This is an optimization exercise on Yosys and OpenROAD, whose aim is a short achievable clock period and few clock cycles, not a production implementation. Only simulation tests tie the RTL to the original design; equivalence was not proved. Power is estimated from default activity; no workload was simulated.

==> inputs of branch raven <==
## cpu
module cpu
(
    input clk,
    input rst,
    output logic read_a,
    output logic [31:0] address_a,
    input logic resp_a,
    input logic [31:0] rdata_a,
    output logic read_b,
    output logic write_b,
    output logic [3:0] wmask_b,
    output logic [31:0] address_b,
    output logic [31:0] wdata_b,
    input logic resp_b,
    input logic [31:0] rdata_b
);
localparam int BI = 4;           
localparam int BT = 4;           
localparam int NB = 1 << BI;
localparam int BH = 13;          
assign read_a = 1'b1;
function automatic logic [31:0] ks_add(input logic [31:0] a, input logic [31:0] b, input logic cin);
    logic [31:0] g, p, gg, pp;
    g = a & b;
    p = a ^ b;
    gg = g;
    gg[0] = g[0] | (p[0] & cin);
    pp = p;
    for (int l = 0; l < 5; l++) begin
        for (int i = 31; i >= (1 << l); i--) begin
            gg[i] = gg[i] | (pp[i] & gg[i - (1 << l)]);
            pp[i] = pp[i] & pp[i - (1 << l)];
        end
    end
    ks_add = p ^ {gg[30:0], cin};
endfunction
function automatic logic lt31(input logic [31:0] a, input logic [31:0] b);
    logic [30:0] l, e;
    l = ~a[30:0] & b[30:0];
    e = ~(a[30:0] ^ b[30:0]);
    for (int k = 0; k < 5; k++) begin
        for (int i = 30; i >= (1 << k); i--) begin
            l[i] = l[i] | (e[i] & l[i - (1 << k)]);
            e[i] = e[i] & e[i - (1 << k)];
        end
    end
    lt31 = l[30];
endfunction
logic [31:0] fpc;
logic        D_v;
logic [31:0] D_ir, D_pc;
  ...
clock: 8.5 ns
lec_check: 0
abc_clock_period_in_ps: 3000
cap_margin: 35
core_margin: 2
core_utilization: 40
setup_slack_margin: 5.0
slew_margin: 35
run.sh (not shown) runs the stock make flow with config.mk's settings and CLKGATE_MAP_FILE= SYNTH_SCRIPT=/design/flow/synth_recipe.tcl, a recipe that flattens the netlist after the stock synthesis.
==> inputs of branch juniper, as changes to branch raven <==
--- a/flow/design.v
+++ b/flow/design.v
@@ -471,13 +471,13 @@
 logic [31:0] D_immbj;
 logic        E_v, E_k;          
 logic [31:0] E_ptgt;
 logic [31:0] E_aa, E_ba;        
 logic [31:0] E_ax, E_bx;        
 logic [31:0] E_bn;              
-logic [4:0]  E_sal, E_sar;      
+logic [4:0]  E_sa;              
 logic [31:0] E_ca, E_cb;        
 logic [31:0] E_la, E_lb;        
 logic [31:0] E_pc, E_pc4, E_tgt, E_cT, E_cF, E_jp0, E_jp1;
 logic        E_phit, E_mT, E_mF, E_mJ, E_jv, E_mTt, E_mFt;
 logic        E_mTx, E_mFx;
 logic [1:0]  E_pctr;
@@ -542,13 +542,20 @@
     else if (D_redir)
         f_norm1 = D_rtgt;
     else
         f_norm1 = f_pc4;
 end
 assign f_blk  = m_stl_r | f_h1 | f_h2 | stall_D | D_redir;
-assign f_norm = f_blk ? f_norm1 : f_dup ? (D_pt ? D_ptgt : f_pc4) : f_pt ? f_tgt : f_pc4;
+logic        f_bb, f_fr;
+logic [12:0] f_lo;
+logic [31:0] f_btgt;
+assign f_bb    = (rdata_a[6:0] == 7'b1100011) & rdata_a[31];
+assign f_lo    = fpc[12:0] + {rdata_a[31], rdata_a[7], rdata_a[30:25], rdata_a[11:8], 1'b0};
+assign f_btgt  = {fpc[31:13], f_lo[12:0]};
+assign f_fr    = f_bb & ~f_pt & ~f_dup;
+assign f_norm  = f_blk ? f_norm1 : f_dup ? (D_pt ? D_ptgt : f_pc4) : f_pt ? f_tgt : f_fr ? f_btgt : f_pc4;
 assign f_mis = E_mis & ~m_stl_r;
 assign f_cpc = E_jvx ? {x_sum[31:1], 1'b0} : x_cond ? E_cT : E_cF;
 always_ff @(posedge clk) begin
     if (rst)
         fpc <= 32'd0;
     else
@@ -595,16 +602,16 @@
     if (!stall_D && !f_h1) begin
         D_ir   <= rdata_a;
         D_bj   <= f_jal | (f_br & rdata_a[31]);
         D_immbj <= f_jal ? {{12{rdata_a[31]}}, rdata_a[19:12], rdata_a[20], rdata_a[30:21], 1'b0}
                          : {{20{rdata_a[31]}}, rdata_a[7], rdata_a[30:25], rdata_a[11:8], 1'b0};
         D_pc   <= fpc;
-        D_pt   <= f_pt;
+        D_pt   <= f_pt | (f_fr & ~f_h2);
         D_phit <= f_hit;
         D_pctr <= bctr[f_idx];
-        D_ptgt <= f_tgt;
+        D_ptgt <= f_pt ? f_tgt : f_btgt;
     end
 end
 logic [6:0] d_op;
 logic [2:0] d_f3;
 logic [4:0] d_rd, d_rs1, d_rs2;
 logic d_lui, d_auipc, d_jal, d_jalr, d_br, d_ld, d_st, d_opi, d_opr;
@@ -625,15 +632,12 @@
 assign d_opi   = d_op == 7'b0010011;
 assign d_opr   = d_op == 7'b0110011;
 assign d_wr   = (d_lui | d_auipc | d_jal | d_jalr | d_ld | d_opi | d_opr) & (d_rd != 5'd0);
 assign d_useA = (d_jalr | d_br | d_ld | d_st | d_opi | d_opr) & (d_rs1 != 5'd0);
 assign d_useB = (d_br | d_opr) & (d_rs2 != 5'd0);
 logic d_useX;
-logic d_shl, d_shr;      
-assign d_shl = (d_opi | d_opr) & (d_f3 == 3'b001);
-assign d_shr = (d_opi | d_opr) & (d_f3 == 3'b101);
 logic d_cmpE, d_cmpL;    
 assign d_cmpE = (d_br & ~d_f3[2]) | d_jalr;
 assign d_cmpL = (d_br & d_f3[2]) | ((d_opi | d_opr) & (d_f3 == 3'b010 | d_f3 == 3'b011));
 assign d_useX = (d_br | d_opr | d_st) & (d_rs2 != 5'd0);
 assign d_immI = {{21{D_ir[31]}}, D_ir[30:20]};
 assign d_immS = {{21{D_ir[31]}}, D_ir[30:25], D_ir[11:7]};
@@ -685,14 +689,13 @@
     begin
         E_aa   <= x_byp(d_useA & d_aE) | ((d_useA & d_aE) ? 32'd0 : (d_useA & d_aL) ? m_ld : d_lui ? 32'd0 : d_auipc ? D_pc : d_ra);
         E_ax   <= x_byp(d_useA & d_aE) | ((d_useA & d_aE) ? 32'd0 : (d_useA & d_aL) ? m_ld : d_ra);
         E_ba   <= x_byp(d_useB & d_bE) | ((d_useB & d_bE) ? 32'd0 : (d_useB & d_bL) ? m_ld : (d_br | d_opr) ? d_rb : d_imm);
         E_bn   <= ~(x_byp(d_useB & d_bE) | ((d_useB & d_bE) ? 32'd0 : (d_useB & d_bL) ? m_ld : (d_br | d_opr) ? d_rb : d_imm));
         E_bx   <= x_byp(d_useX & d_bE) | ((d_useX & d_bE) ? 32'd0 : (d_useX & d_bL) ? m_ld : (d_br | d_opr | d_st) ? d_rb : d_imm);
-        E_sal  <= x_byp(d_shl & d_useB & d_bE) | ((~d_shl | (d_useB & d_bE)) ? 5'd0 : (d_useB & d_bL) ? m_ld[4:0] : d_opr ? d_rb[4:0] : d_imm[4:0]);
-        E_sar  <= x_byp(d_shr & d_useB & d_bE) | ((~d_shr | (d_useB & d_bE)) ? 5'd0 : (d_useB & d_bL) ? m_ld[4:0] : d_opr ? d_rb[4:0] : d_imm[4:0]);
+        E_sa   <= x_byp(d_useB & d_bE) | ((d_useB & d_bE) ? 5'd0 : (d_useB & d_bL) ? m_ld[4:0] : d_opr ? d_rb[4:0] : d_imm[4:0]);
         E_ca   <= x_byp(d_cmpE & d_useA & d_aE) | ((~d_cmpE | (d_useA & d_aE)) ? 32'd0 : (d_useA & d_aL) ? m_ld : d_ra);
         E_cb   <= x_byp(d_cmpE & d_useX & d_bE) | ((~d_cmpE | (d_useX & d_bE)) ? 32'd0 : (d_useX & d_bL) ? m_ld : (d_br | d_opr) ? d_rb : d_imm);
         E_la   <= x_byp(d_cmpL & d_useA & d_aE) | ((~d_cmpL | (d_useA & d_aE)) ? 32'd0 : (d_useA & d_aL) ? m_ld : d_ra);
         E_lb   <= x_byp(d_cmpL & d_useX & d_bE) | ((~d_cmpL | (d_useX & d_bE)) ? 32'd0 : (d_useX & d_bL) ? m_ld : (d_br | d_opr) ? d_rb : d_imm);
         E_sdM  <= d_st & (d_rs2 != 5'd0) & d_bE & E_ld;
         E_pc   <= D_pc;
@@ -743,15 +746,15 @@
 assign x_a = E_ax;
 assign x_b = E_bx;
 logic [31:0] x_sum, x_diff, x_sll, x_srl, x_sra;
 logic x_eq, x_ltu, x_lt, x_lt31;
 assign x_sum  = ks_add(E_aa, E_ba, 1'b0);
 assign x_diff = ks_add(E_ax, E_bn, 1'b1);
-assign x_sll  = x_a << E_sal;
-assign x_srl  = x_a >> E_sar;
-assign x_sra  = $signed(x_a) >>> E_sar;
+assign x_sll  = x_a << E_sa;
+assign x_srl  = x_a >> E_sa;
+assign x_sra  = $signed(x_a) >>> E_sa;
 assign x_eq   = &(~(E_ca ^ E_cb));
 assign x_lt31 = lt31(E_la, E_lb);
 assign x_ltu  = (~E_la[31] & E_lb[31]) | (~(E_la[31] ^ E_lb[31]) & x_lt31);
 assign x_lt   = (E_la[31] & ~E_lb[31]) | (~(E_la[31] ^ E_lb[31]) & x_lt31);
 function automatic logic [31:0] x_byp(input logic sel);
     x_byp = ({32{sel & E_rAdd}} & x_sum)
==> inputs of branch indigo, as changes to branch raven <==
--- a/flow/design.v
+++ b/flow/design.v
@@ -426,13 +426,13 @@
     output logic [3:0] wmask_b,
     output logic [31:0] address_b,
     output logic [31:0] wdata_b,
     input logic resp_b,
     input logic [31:0] rdata_b
 );
-localparam int BI = 4;           
+localparam int BI = 5;           
 localparam int BT = 4;           
 localparam int NB = 1 << BI;
 localparam int BH = 13;          
 assign read_a = 1'b1;
 function automatic logic [31:0] ks_add(input logic [31:0] a, input logic [31:0] b, input logic cin);
     logic [31:0] g, p, gg, pp;
@@ -471,13 +471,13 @@
 logic [31:0] D_immbj;
 logic        E_v, E_k;          
 logic [31:0] E_ptgt;
 logic [31:0] E_aa, E_ba;        
 logic [31:0] E_ax, E_bx;        
 logic [31:0] E_bn;              
-logic [4:0]  E_sal, E_sar;      
+logic [4:0]  E_sa;              
 logic [31:0] E_ca, E_cb;        
 logic [31:0] E_la, E_lb;        
 logic [31:0] E_pc, E_pc4, E_tgt, E_cT, E_cF, E_jp0, E_jp1;
 logic        E_phit, E_mT, E_mF, E_mJ, E_jv, E_mTt, E_mFt;
 logic        E_mTx, E_mFx;
 logic [1:0]  E_pctr;
@@ -625,15 +625,12 @@
 assign d_opi   = d_op == 7'b0010011;
 assign d_opr   = d_op == 7'b0110011;
 assign d_wr   = (d_lui | d_auipc | d_jal | d_jalr | d_ld | d_opi | d_opr) & (d_rd != 5'd0);
 assign d_useA = (d_jalr | d_br | d_ld | d_st | d_opi | d_opr) & (d_rs1 != 5'd0);
 assign d_useB = (d_br | d_opr) & (d_rs2 != 5'd0);
 logic d_useX;
-logic d_shl, d_shr;      
-assign d_shl = (d_opi | d_opr) & (d_f3 == 3'b001);
-assign d_shr = (d_opi | d_opr) & (d_f3 == 3'b101);
 logic d_cmpE, d_cmpL;    
 assign d_cmpE = (d_br & ~d_f3[2]) | d_jalr;
 assign d_cmpL = (d_br & d_f3[2]) | ((d_opi | d_opr) & (d_f3 == 3'b010 | d_f3 == 3'b011));
 assign d_useX = (d_br | d_opr | d_st) & (d_rs2 != 5'd0);
 assign d_immI = {{21{D_ir[31]}}, D_ir[30:20]};
 assign d_immS = {{21{D_ir[31]}}, D_ir[30:25], D_ir[11:7]};
@@ -685,14 +682,13 @@
     begin
         E_aa   <= x_byp(d_useA & d_aE) | ((d_useA & d_aE) ? 32'd0 : (d_useA & d_aL) ? m_ld : d_lui ? 32'd0 : d_auipc ? D_pc : d_ra);
         E_ax   <= x_byp(d_useA & d_aE) | ((d_useA & d_aE) ? 32'd0 : (d_useA & d_aL) ? m_ld : d_ra);
         E_ba   <= x_byp(d_useB & d_bE) | ((d_useB & d_bE) ? 32'd0 : (d_useB & d_bL) ? m_ld : (d_br | d_opr) ? d_rb : d_imm);
         E_bn   <= ~(x_byp(d_useB & d_bE) | ((d_useB & d_bE) ? 32'd0 : (d_useB & d_bL) ? m_ld : (d_br | d_opr) ? d_rb : d_imm));
         E_bx   <= x_byp(d_useX & d_bE) | ((d_useX & d_bE) ? 32'd0 : (d_useX & d_bL) ? m_ld : (d_br | d_opr | d_st) ? d_rb : d_imm);
-        E_sal  <= x_byp(d_shl & d_useB & d_bE) | ((~d_shl | (d_useB & d_bE)) ? 5'd0 : (d_useB & d_bL) ? m_ld[4:0] : d_opr ? d_rb[4:0] : d_imm[4:0]);
-        E_sar  <= x_byp(d_shr & d_useB & d_bE) | ((~d_shr | (d_useB & d_bE)) ? 5'd0 : (d_useB & d_bL) ? m_ld[4:0] : d_opr ? d_rb[4:0] : d_imm[4:0]);
+        E_sa   <= x_byp(d_useB & d_bE) | ((d_useB & d_bE) ? 5'd0 : (d_useB & d_bL) ? m_ld[4:0] : d_opr ? d_rb[4:0] : d_imm[4:0]);
         E_ca   <= x_byp(d_cmpE & d_useA & d_aE) | ((~d_cmpE | (d_useA & d_aE)) ? 32'd0 : (d_useA & d_aL) ? m_ld : d_ra);
         E_cb   <= x_byp(d_cmpE & d_useX & d_bE) | ((~d_cmpE | (d_useX & d_bE)) ? 32'd0 : (d_useX & d_bL) ? m_ld : (d_br | d_opr) ? d_rb : d_imm);
         E_la   <= x_byp(d_cmpL & d_useA & d_aE) | ((~d_cmpL | (d_useA & d_aE)) ? 32'd0 : (d_useA & d_aL) ? m_ld : d_ra);
         E_lb   <= x_byp(d_cmpL & d_useX & d_bE) | ((~d_cmpL | (d_useX & d_bE)) ? 32'd0 : (d_useX & d_bL) ? m_ld : (d_br | d_opr) ? d_rb : d_imm);
         E_sdM  <= d_st & (d_rs2 != 5'd0) & d_bE & E_ld;
         E_pc   <= D_pc;
@@ -743,15 +739,15 @@
 assign x_a = E_ax;
 assign x_b = E_bx;
 logic [31:0] x_sum, x_diff, x_sll, x_srl, x_sra;
 logic x_eq, x_ltu, x_lt, x_lt31;
 assign x_sum  = ks_add(E_aa, E_ba, 1'b0);
 assign x_diff = ks_add(E_ax, E_bn, 1'b1);
-assign x_sll  = x_a << E_sal;
-assign x_srl  = x_a >> E_sar;
-assign x_sra  = $signed(x_a) >>> E_sar;
+assign x_sll  = x_a << E_sa;
+assign x_srl  = x_a >> E_sa;
+assign x_sra  = $signed(x_a) >>> E_sa;
 assign x_eq   = &(~(E_ca ^ E_cb));
 assign x_lt31 = lt31(E_la, E_lb);
 assign x_ltu  = (~E_la[31] & E_lb[31]) | (~(E_la[31] ^ E_lb[31]) & x_lt31);
 assign x_lt   = (E_la[31] & ~E_lb[31]) | (~(E_la[31] ^ E_lb[31]) & x_lt31);
 function automatic logic [31:0] x_byp(input logic sel);
     x_byp = ({32{sel & E_rAdd}} & x_sum)
==> results.txt <==
Sequential power: branch indigo > branch juniper > branch raven.
Critical path depth: branch raven is lower than branch juniper (1).
Routed wire length, highest first: branch indigo, branch raven, branch juniper.
Synthesized cell count: branch indigo > branch juniper > branch raven.
Testbench counts of branch raven, summed over its fixed seeds: cycles 63,291.
Testbench counts of branch juniper, summed over its fixed seeds: cycles 62,627.
Testbench counts of branch indigo, summed over its fixed seeds: cycles 63,157.

-- static timing again, ports no longer ideal --
No port has a modelled driver above. Below, the same layouts with a new extraction and two added sets of constraints.
Step 1 sets driving cells, clkbuf_16 on the clock port and buf_2 on the other inputs (assumed; they add their load-dependent delay and slew).
Step 2 also shifts input and output timing later by t, the mid clock arrival at the registers, as if the neighbouring blocks saw the same clock.
a / b / c = ideal ports / drivers / drivers and shift; a / b = the first two.
| run | shift t [ns] | setup slack, ns | clock arrival spread, ns | worst slew at a driven data input, ns | pins driven straight from the clock port |
|---|---|---|---|---|---|
| branch raven | 1.020 | 4.693 / 4.693 / 4.053 | 0.112 / 0.111 | 0.07 | 1 |
| branch juniper | 0.984 | 4.700 / 4.700 / 3.989 | 0.130 / 0.131 | 0.14 | 1 |
| branch indigo | 0.998 | 4.560 / 4.560 / 4.209 | 0.064 / 0.065 | 0.19 | 1 |
After both steps setup and hold are still met in every run listed. For branch juniper, which loses most, drivers alone change the setup slack by 0.000 ns; drivers and shift together by -0.711 ns.
